Background: an optimization exercise with open tools, aiming at small area and a short achievable clock period. Do not read the settings as production practice.
Only simulation tests tie the RTL to the original design; equivalence was not proved.
Power is estimated from default activity; no workload was simulated.

==> module rate_divider, before the edit <==
module rate_divider(
    input  logic clk,
    input  logic rst,
    input  logic speed_up,
    input  logic speed_down,
    input  logic speed_reset,
    output logic newclock
);
localparam logic [16:0] SAT = 17'h1FFFF;
logic [15:0] mA, mP;
logic [31:0] d;
logic        rc;
logic [16:0] WA, WP;
function automatic logic [16:0] sat17(input logic [17:0] x);
    sat17 = x[17] ? SAT : x[16:0];
endfunction
logic [15:0] mA_n;
always_comb
    if (speed_reset)     mA_n = 16'd22;
    else if (speed_up)   mA_n = mP + 16'd1;
    else if (speed_down) mA_n = mP - 16'd1;
    else                 mA_n = mP;
wire [31:0] e    = d + 32'd1;
wire        dmax = &d;
wire        ebig = |e[31:16];
wire [17:0] VA       = {1'b0, WA} + {2'b0, mA};       
wire        mA_gt25k = mA > 16'd25000;
wire        mA_gt50k = mA > 16'd50000;
wire        mP_gt50k = mP > 16'd50000;
wire        E1 = dmax ? mA_gt25k
                      : (~mA_gt50k & ~ebig & (WA <= 17'd25000) & (VA > 18'd25000));
wire        E2 = dmax | (~mA_gt50k & (ebig | (VA > 18'd50000)));
wire [17:0] B   = {1'b0, WP} + {2'b0, mP};                  
wire [17:0] Gp  = B + {2'b0, e[15:0]} + 18'd1;              
wire [17:0] Gm  = B + {2'b11, ~e[15:0]};                    
wire [12:0] x13 = {1'b0, e[11:0]} + 13'd1;                  
wire [17:0] T22 = {5'b0, x13} * 18'd22;                     
logic [16:0] WA_n;
always_comb
    if (rc)                   WA_n = {mA_n, 1'b0};
    else if (speed_reset)     WA_n = (|e[31:12]) ? SAT : T22[16:0];
    else if (mP_gt50k | ebig) WA_n = SAT;
    else if (speed_up)        WA_n = sat17(Gp);
    else if (speed_down)      WA_n = sat17(Gm);
    else                      WA_n = sat17(B);
always_ff @(posedge clk, posedge rst)
    if (rst) begin
        mA <= 16'd22;
        mP <= 16'd22;
        d  <= 32'd0;
        rc <= 1'b0;
        newclock <= 1'b0;
        WA <= 17'd22;
        WP <= 17'd22;
    end else begin
        mA <= mA_n;
        mP <= mA;
        d  <= rc ? 32'd1 : e;
        WA <= WA_n;
        WP <= rc ? {mA, 1'b0} : sat17(VA);
        if (E1) begin
            newclock <= 1'b1;
            rc <= 1'b0;
        end else if (E2) begin
            newclock <= 1'b0;
            rc <= 1'b1;
        end else begin
            rc <= 1'b0;
        end
    end
endmodule
==> module address_gen, before the edit <==
module address_gen(
    input  logic        clk,
    input  logic        rst,
    input  logic        en,
    input  logic [7:0]  kbd,
    output logic        idle,
    output logic [22:0] addr
);
localparam logic [1:0] idleFW = 2'b00, idleBW = 2'b01, FW = 2'b10, BW = 2'b11;
logic [1:0]  state;
logic [22:0] nextaddr;
wire D = (kbd == 8'h44) | (kbd == 8'h64);
wire E = (kbd == 8'h45) | (kbd == 8'h65);
wire B = (kbd == 8'h42) | (kbd == 8'h62);
wire F = (kbd == 8'h46) | (kbd == 8'h66);
wire R = (kbd == 8'h52) | (kbd == 8'h72);
wire wrapF = addr == 23'h7ffff;
wire wrapB = addr == 23'd0;
assign idle = state[1];
logic [1:0] state_n;
logic       clear, top, step, down;
always_comb begin
    state_n = state;
    clear = 1'b0; top = 1'b0; step = 1'b0; down = 1'b0;
    case (state)
    idleFW:
        if (R)      clear = 1'b1;
        else if (B) state_n = idleBW;
        else if (E) begin state_n = FW; step = 1'b1; end
    idleBW:
        if (R)      clear = 1'b1;
        else if (F) state_n = idleFW;
        else if (B) begin state_n = BW; step = 1'b1; end
    FW:
        if (wrapF | R) clear = 1'b1;
        else if (B) begin state_n = BW; step = 1'b1; down = 1'b1; end
        else if (D) state_n = idleFW;
        else        step = 1'b1;
    default:  
        if (wrapB | R) top = 1'b1;
        else if (F) begin state_n = FW; step = 1'b1; end
        else if (D) state_n = idleBW;
        else        begin step = 1'b1; down = 1'b1; end
    endcase
end
wire [22:0] t = addr ^ {23{down}};
logic [22:0] flip;
always_comb begin
    flip[0] = 1'b1;
    for (int i = 1; i < 23; i++) flip[i] = flip[i-1] & t[i-1];
end
wire [22:0] next_n = clear ? 23'd0 :
                     top   ? 23'h7ffff :
                     addr ^ (flip & {23{step}});
always_ff @(posedge clk, posedge rst)
    if (rst) begin
        state    <= idleFW;
        nextaddr <= 23'd0;
        addr     <= 23'd0;
    end else if (en) begin
        addr     <= nextaddr;
        nextaddr <= next_n;
        state    <= state_n;
    end
endmodule
clock: 100.0 ns
lec_check: 0
cap_margin: 20
core_margin: 2
core_utilization: 40
setup_slack_margin: 5
slew_margin: 20
run.sh (not shown) runs the stock make flow with config.mk's settings and CLKGATE_MAP_FILE= SYNTH_SCRIPT=/design/flow/synth_recipe.tcl, a recipe that flattens the netlist after the stock synthesis.
==> next run, changes <==
--- a/flow/design.v
+++ b/flow/design.v
@@ -6,60 +6,61 @@
     input  logic speed_down,
     input  logic speed_reset,
     output logic newclock
 );
-localparam logic [16:0] SAT = 17'h1FFFF;
+localparam logic [15:0] SAT = 16'hFFFF;
 logic [15:0] mA, mP;
 logic [31:0] d;
 logic        rc;
-logic [16:0] WA, WP;
-function automatic logic [16:0] sat17(input logic [17:0] x);
-    sat17 = x[17] ? SAT : x[16:0];
+logic [15:0] WA, WP;
+function automatic logic [15:0] sat16(input logic [17:0] x);
+    sat16 = (|x[17:16]) ? SAT : x[15:0];
 endfunction
 logic [15:0] mA_n;
 always_comb
     if (speed_reset)     mA_n = 16'd22;
     else if (speed_up)   mA_n = mP + 16'd1;
     else if (speed_down) mA_n = mP - 16'd1;
     else                 mA_n = mP;
-wire [31:0] e    = d + 32'd1;
-wire        dmax = &d;
+wire [32:0] e33  = {1'b0, d} + 33'd1;
+wire [31:0] e    = e33[31:0];
+wire        dmax = e33[32];
 wire        ebig = |e[31:16];
-wire [17:0] VA       = {1'b0, WA} + {2'b0, mA};       
+wire [16:0] VA       = {1'b0, WA} + {1'b0, mA};       
 wire        mA_gt25k = mA > 16'd25000;
 wire        mA_gt50k = mA > 16'd50000;
 wire        mP_gt50k = mP > 16'd50000;
 wire        E1 = dmax ? mA_gt25k
-                      : (~mA_gt50k & ~ebig & (WA <= 17'd25000) & (VA > 18'd25000));
-wire        E2 = dmax | (~mA_gt50k & (ebig | (VA > 18'd50000)));
-wire [17:0] B   = {1'b0, WP} + {2'b0, mP};                  
+                      : (~mA_gt50k & ~ebig & (WA <= 16'd25000) & (VA > 17'd25000));
+wire        E2 = dmax | (~mA_gt50k & (ebig | (VA > 17'd50000)));
+wire [17:0] B   = {2'b0, WP} + {2'b0, mP};                  
 wire [17:0] Gp  = B + {2'b0, e[15:0]} + 18'd1;              
 wire [17:0] Gm  = B + {2'b11, ~e[15:0]};                    
 wire [12:0] x13 = {1'b0, e[11:0]} + 13'd1;                  
 wire [17:0] T22 = {5'b0, x13} * 18'd22;                     
-logic [16:0] WA_n;
+logic [15:0] WA_n;
 always_comb
-    if (rc)                   WA_n = {mA_n, 1'b0};
-    else if (speed_reset)     WA_n = (|e[31:12]) ? SAT : T22[16:0];
+    if (rc)                   WA_n = (mA_n[15]) ? SAT : {mA_n[14:0], 1'b0};
+    else if (speed_reset)     WA_n = (|e[31:12]) ? SAT : sat16(T22);
     else if (mP_gt50k | ebig) WA_n = SAT;
-    else if (speed_up)        WA_n = sat17(Gp);
-    else if (speed_down)      WA_n = sat17(Gm);
-    else                      WA_n = sat17(B);
+    else if (speed_up)        WA_n = sat16(Gp);
+    else if (speed_down)      WA_n = sat16(Gm);
+    else                      WA_n = sat16(B);
 always_ff @(posedge clk, posedge rst)
     if (rst) begin
         mA <= 16'd22;
         mP <= 16'd22;
         d  <= 32'd0;
         rc <= 1'b0;
         newclock <= 1'b0;
-        WA <= 17'd22;
-        WP <= 17'd22;
+        WA <= 16'd22;
+        WP <= 16'd22;
     end else begin
         mA <= mA_n;
         mP <= mA;
         d  <= rc ? 32'd1 : e;
         WA <= WA_n;
-        WP <= rc ? {mA, 1'b0} : sat17(VA);
+        WP <= rc ? ((mA[15]) ? SAT : {mA[14:0], 1'b0}) : sat16({1'b0, VA});
         if (E1) begin
             newclock <= 1'b1;
             rc <= 1'b0;
         end else if (E2) begin
@@ -114,17 +115,20 @@
         else if (D) state_n = idleBW;
         else        begin step = 1'b1; down = 1'b1; end
     endcase
 end
-wire [22:0] t = addr ^ {23{down}};
-logic [22:0] flip;
+logic [22:0] flip_up, flip_dn;
 always_comb begin
-    flip[0] = 1'b1;
-    for (int i = 1; i < 23; i++) flip[i] = flip[i-1] & t[i-1];
+    flip_up[0] = 1'b1;
+    flip_dn[0] = 1'b1;
+    for (int i = 1; i < 23; i++) begin
+        flip_up[i] = flip_up[i-1] & addr[i-1];
+        flip_dn[i] = flip_dn[i-1] & ~addr[i-1];
+    end
 end
 wire [22:0] next_n = clear ? 23'd0 :
                      top   ? 23'h7ffff :
-                     addr ^ (flip & {23{step}});
+                     addr ^ ((flip_up & {23{step & ~down}}) | (flip_dn & {23{step & down}}));
 always_ff @(posedge clk, posedge rst)
     if (rst) begin
         state    <= idleFW;
         nextaddr <= 23'd0;
The new run went through all stages and came out clean.
Die area grows by 0.53%.
Power grows by 11%.
Worst hold slack gains 0.038 ns.
Clock-buffer cell count shrinks by 3.
Worst setup slack loses 0.11 ns.
Via count grows by 4.1%.
Wire length grows by 5.3%.

-- static timing again, ports no longer ideal --
The flow's constraints put no driver on any port. The routed layouts listed below were extracted and timed again, unchanged, in two steps.
Step 1, drivers: a clkbuf_16 drives clk and a buf_2 each remaining input, both assumed.
Step 2 also shifts input and output timing later by t, the mid clock arrival at the registers, as if the neighbouring blocks saw the same clock.
Slacks: no drivers / after step 1 / after step 2; pairs: no drivers / after step 1.
run	shift t [ns]	setup WS [ns]	worst setup path at the end	slew at the worst register clock pin (ns)
the first run	0.479	77.102 / 77.128 / 76.649	input to register	0.08 / 0.08
the second run	0.475	76.992 / 77.022 / 76.547	input to register	0.08 / 0.08
After both steps setup and hold are still met in every run listed. For the first run, which loses most, drivers alone change the setup slack by +0.026 ns; drivers and shift together by -0.453 ns.
